Context: an optimization exercise on an open-source flow, tuned for small area. The choices shown serve that exercise and are no tape-out recipe. In this exercise RTL edits were held to simulation tests only and were not proved equivalent to the original. The clock port is modelled as an ideal driver; clocking choices that lean on that would not hold on a real chip.

==> 03-23: inputs <==
Design drsstc_sfp_transceiver_top, start of the top module:
module drsstc_sfp_transceiver_top (
    input           CLK_40M,
    input           RST_N,
    input   [7:0]   IN,
    output  [7:0]   OUT,
    input   [2:0]   LV_IN,
    output  [2:0]   LV_OUT,
    input   [7:0]   DIP_SW1,
    input   [7:0]   DIP_SW2,
    output  [1:0]   LED_TX,
    output  [1:0]   LED_RX,
    input           SFP_LOSS_SIG,
    output          SFP_RATE_SEL,
    output          SFP_TX_DIS_N,
    input           SFP_TX_FLT,
    input           LVDS_DAT_OUT,
    output          LVDS_DAT_IN,
    output          LVDS_DRV_EN,
    output          LVDS_RCV_EN_N,
    output          TP1,
    output          TP2
    );
    wire            w_clk = CLK_40M;
    wire            w_rst_n;
    reset_gen reset_gen_inst (
        .i_clk ( w_clk ),
        .i_res_n ( RST_N ),
        .o_res_n ( w_rst_n )
    );
    reg     [1:0]   r_ser;
    reg     [3:0]   r_bit;
    reg     [10:0]  r_frm;
    reg             r_boot2;     
    wire            w_boot1 = r_boot2 | r_frm[10] |
                              ((&r_frm[9:5]) & (r_frm[4] | r_frm[3]));   
    wire            w_bit0  = (r_bit == 4'd0);
    wire            w_smp   = w_bit0 & (r_ser == 2'd2);    
    wire            w_frm   = w_bit0 & (r_ser == 2'd3);    
    wire            w_bit9  = r_bit[3] & r_bit[0];           
    wire            w_last  = w_bit9 & (r_ser == 2'd0);
    wire            w_k28   = (r_frm[7:0] == 8'd0);
    wire            w_first = (r_frm == 11'd0) & ~r_boot2;
    always @(posedge w_clk or negedge w_rst_n) begin
        if (~w_rst_n) begin
            r_ser <= 2'd0;
            r_bit <= 4'd0;
            r_frm <= 11'd0;
            r_boot2 <= 1'b0;
        end else begin
            r_ser <= r_ser + 2'd1;
            r_bit <= w_last ? 4'd0 : r_bit + {3'd0, (r_ser == 2'd0)};
            r_frm <= r_frm + {10'd0, w_frm};
            if (w_frm && (&r_frm[10:6]) && (&r_frm[3:0])) begin
                r_boot2 <= 1'b1;
  ...
Settings: LEC_CHECK=0, CAP_MARGIN=20, CORE_MARGIN=2, CORE_UTILIZATION=65, SLEW_MARGIN=20; clock period 25.0 ns.
standard.sh (not shown) runs the stock make flow with config.mk's settings and CLKGATE_MAP_FILE= SYNTH_SCRIPT=/design/flow/synth_recipe.tcl, a recipe that flattens the netlist after the stock synthesis.
==> flow/flow/run.sh <==
#!/bin/bash
set -euo pipefail
bash standard.sh \
  "PRE_CTS_TCL=$PWD/flow/clock_tree.tcl" \
  "CTS_ARGS=-repair_clock_nets -dont_use_dummy_load" \
  "BUFFER_PORTS_ARGS=-buffer_cell sky130_fd_sc_hd__buf_1" \
  SKIP_REPAIR_TIE_FANOUT=1 \
  finish > flow_make.log 2>&1
Other scripts of this flow, unchanged in this note and not shown: flow/flow/clock_tree.tcl
==> inputs of 03-10, as changes to 03-23 <==
==> flow/flow/run.sh (replaced) <==
#!/bin/bash
set -euo pipefail
bash standard.sh \
  "POST_FLOORPLAN_TCL=$PWD/flow/downsize.tcl" \
  "PRE_CTS_TCL=$PWD/flow/clock_tree.tcl" \
  "CTS_ARGS=-repair_clock_nets -dont_use_dummy_load" \
  "BUFFER_PORTS_ARGS=-buffer_cell sky130_fd_sc_hd__buf_1" \
  SKIP_REPAIR_TIE_FANOUT=1 \
  finish > flow_make.log 2>&1
==> flow/flow/downsize.tcl (new file) <==
# Post-floorplan hook: synthesis sizes some gates up for drive strength;
# put every combinational gate back to the smallest-area cell of its kind
# (same function and pins, only the _N drive suffix differs). The standard
# repair_design after placement then sizes up only what slew or
# capacitance limits need.
set dont_use {}
if {[info exists ::env(DONT_USE_CELLS)]} { set dont_use $::env(DONT_USE_CELLS) }
set db [ord::get_db]
set masters {}
foreach lib [$db getLibs] {
  foreach m [$lib getMasters] { lappend masters $m }
}
set nswap 0
foreach inst [[ord::get_db_block] getInsts] {
  set m [$inst getMaster]
  if {[$m getType] ne "CORE"} { continue }
  set name [$m getName]
  if {![regexp {^(sky130_fd_sc_hd__[a-z0-9]+)_([0-9]+)$} $name -> base drive]} { continue }
  if {[regexp {__(df|edf|sdf|dl|conb|tap|fill|decap|diode|clk)} $name]} { continue }
  set best $name
  set barea [expr {[$m getWidth] * [$m getHeight]}]
  foreach m2 $masters {
    set n2 [$m2 getName]
    if {![regexp "^${base}_\[0-9\]+\$" $n2]} { continue }
    if {[lsearch -exact $dont_use $n2] >= 0} { continue }
    if {[llength [get_lib_cells -quiet */$n2]] == 0} { continue }
    set a2 [expr {[$m2 getWidth] * [$m2 getHeight]}]
    if {$a2 < $barea} { set best $n2; set barea $a2 }
  }
  if {$best ne $name} {
    replace_cell [$inst getName] $best
    incr nswap
  }
}
puts "downsize: $nswap gates set to their smallest size"
==> inputs of 06-06, as changes to 03-23 <==
--- a/flow/design.v
+++ b/flow/design.v
@@ -453,28 +453,29 @@
     end
     always @(posedge w_clk or negedge w_rst_n) begin
         if (~w_rst_n) begin
             r_disp <= 1'b0;
         end else if (w_last) begin
             r_disp <= w_dispout;
         end
     end
-    wire            w_txbit;
+    wire            w_symbit;
     tx_bit tx_bit_inst (
         .v ( r_bit ),
         .K ( w_K ),
         .X ( r_X ),
         .A ( r_A ),
         .B ( r_B ),
         .d ( r_disp ),
         .J ( r_lastbit ),
         .first ( w_first ),
-        .txbit ( w_txbit )
+        .txbit ( w_symbit )
     );
+    wire            w_txbit = ~w_first & w_symbit;
     reg             r_serialData;
     always @(posedge w_clk or negedge w_rst_n) begin
         if (~w_rst_n) begin
             r_serialData <= 1'b0;
         end else begin
             r_serialData <= w_txbit & ~SFP_TX_FLT;
         end
     end
==> flow/flow/run.sh (replaced) <==
#!/bin/bash
set -euo pipefail
bash standard.sh \
  "POST_FLOORPLAN_TCL=$PWD/flow/downsize.tcl" \
  "PRE_CTS_TCL=$PWD/flow/clock_tree.tcl" \
  "CTS_ARGS=-repair_clock_nets -dont_use_dummy_load" \
  "BUFFER_PORTS_ARGS=-buffer_cell sky130_fd_sc_hd__buf_1" \
  SKIP_REPAIR_TIE_FANOUT=1 \
  finish > flow_make.log 2>&1
==> flow/flow/downsize.tcl (new file) <==
# Post-floorplan hook: synthesis sizes some gates up for drive strength;
# put every combinational gate back to the smallest-area cell of its kind
# (same function and pins, only the _N drive suffix differs). The standard
# repair_design after placement then sizes up only what slew or
# capacitance limits need.
set dont_use {}
if {[info exists ::env(DONT_USE_CELLS)]} { set dont_use $::env(DONT_USE_CELLS) }
set db [ord::get_db]
set masters {}
foreach lib [$db getLibs] {
  foreach m [$lib getMasters] { lappend masters $m }
}
set nswap 0
foreach inst [[ord::get_db_block] getInsts] {
  set m [$inst getMaster]
  if {[$m getType] ne "CORE"} { continue }
  set name [$m getName]
  if {![regexp {^(sky130_fd_sc_hd__[a-z0-9]+)_([0-9]+)$} $name -> base drive]} { continue }
  if {[regexp {__(df|edf|sdf|dl|conb|tap|fill|decap|diode|clk)} $name]} { continue }
  set best $name
  set barea [expr {[$m getWidth] * [$m getHeight]}]
  foreach m2 $masters {
    set n2 [$m2 getName]
    if {![regexp "^${base}_\[0-9\]+\$" $n2]} { continue }
    if {[lsearch -exact $dont_use $n2] >= 0} { continue }
    if {[llength [get_lib_cells -quiet */$n2]] == 0} { continue }
    set a2 [expr {[$m2 getWidth] * [$m2 getHeight]}]
    if {$a2 < $barea} { set best $n2; set barea $a2 }
  }
  if {$best ne $name} {
    replace_cell [$inst getName] $best
    incr nswap
  }
}
puts "downsize: $nswap gates set to their smallest size"
==> qor summary <==
| metric | 03-10 | 06-06 | 03-23 |
|---|---|---|---|
| Result of the run | no timing/DRC/antenna violations | no timing/DRC/antenna violations | no timing/DRC/antenna violations |
| Complex-gate fraction of the synthesized area | 9.304% | 8.979% | 9.304% |
| Area of the multi-input gates | 1356 µm² | 1359 µm² | 1398 µm² |
| Overall via count from detail_route | 1,930 | 1,938 | 1,904 |
| Utilization after layout | 66.45% | 66.59% | 67.33% |
| Clock transition at path regs | 0.11 ns | 0.09 ns | 0.09 ns |
| Post-synthesis sequential area ratio | 48.51% | 48.47% | 48.51% |
| Average routed wire per standard cell | 12.89 µm | 13.08 µm | 13.01 µm |
| #MultiIn Comb | 199 | 203 | 199 |
| Minimum hold slack | 0.06204 ns | 0.07493 ns | 0.09464 ns |
| Final critical-path setup slack | 14.50 ns | 14.50 ns | 14.51 ns |
| Count of nets after finishing | 345 | 350 | 345 |
| Skew final | 0.02807 ns | 0.01572 ns | 0.01855 ns |
| Insertion delay of the later-clocked pin in the worst-skew pair | 0.16 ns | 0.15 ns | 0.16 ns |

re-timing with driven ports:
The results above use ideal ports. As a check the final layouts listed here were re-extracted and re-timed, cells and wires unchanged. Step 1: set_driving_cell puts a clkbuf_16 on CLK_40M and a buf_2 on each other input, an assumption about the parent block. Step 2 times the ports against the registers' clock, not the clock port: input delays grow and output delays shrink by t, the midpoint of the rising clock arrivals with the driver on. Three values: ideal ports, drivers, drivers and shift; two values: the first two.
run	shift t [ns]	setup WS [ns]	worst slew at a driven data input, ns
03-23	0.202	14.511 / 14.486 / 14.486	0.03
03-10	0.202	14.500 / 14.477 / 14.477	0.03
06-06	0.206	14.495 / 14.474 / 14.474	0.03
After both steps setup and hold are still met in every run listed. The setup slack of 03-23, which loses most, moves by -0.025 ns with the drivers and by -0.025 ns with both steps.
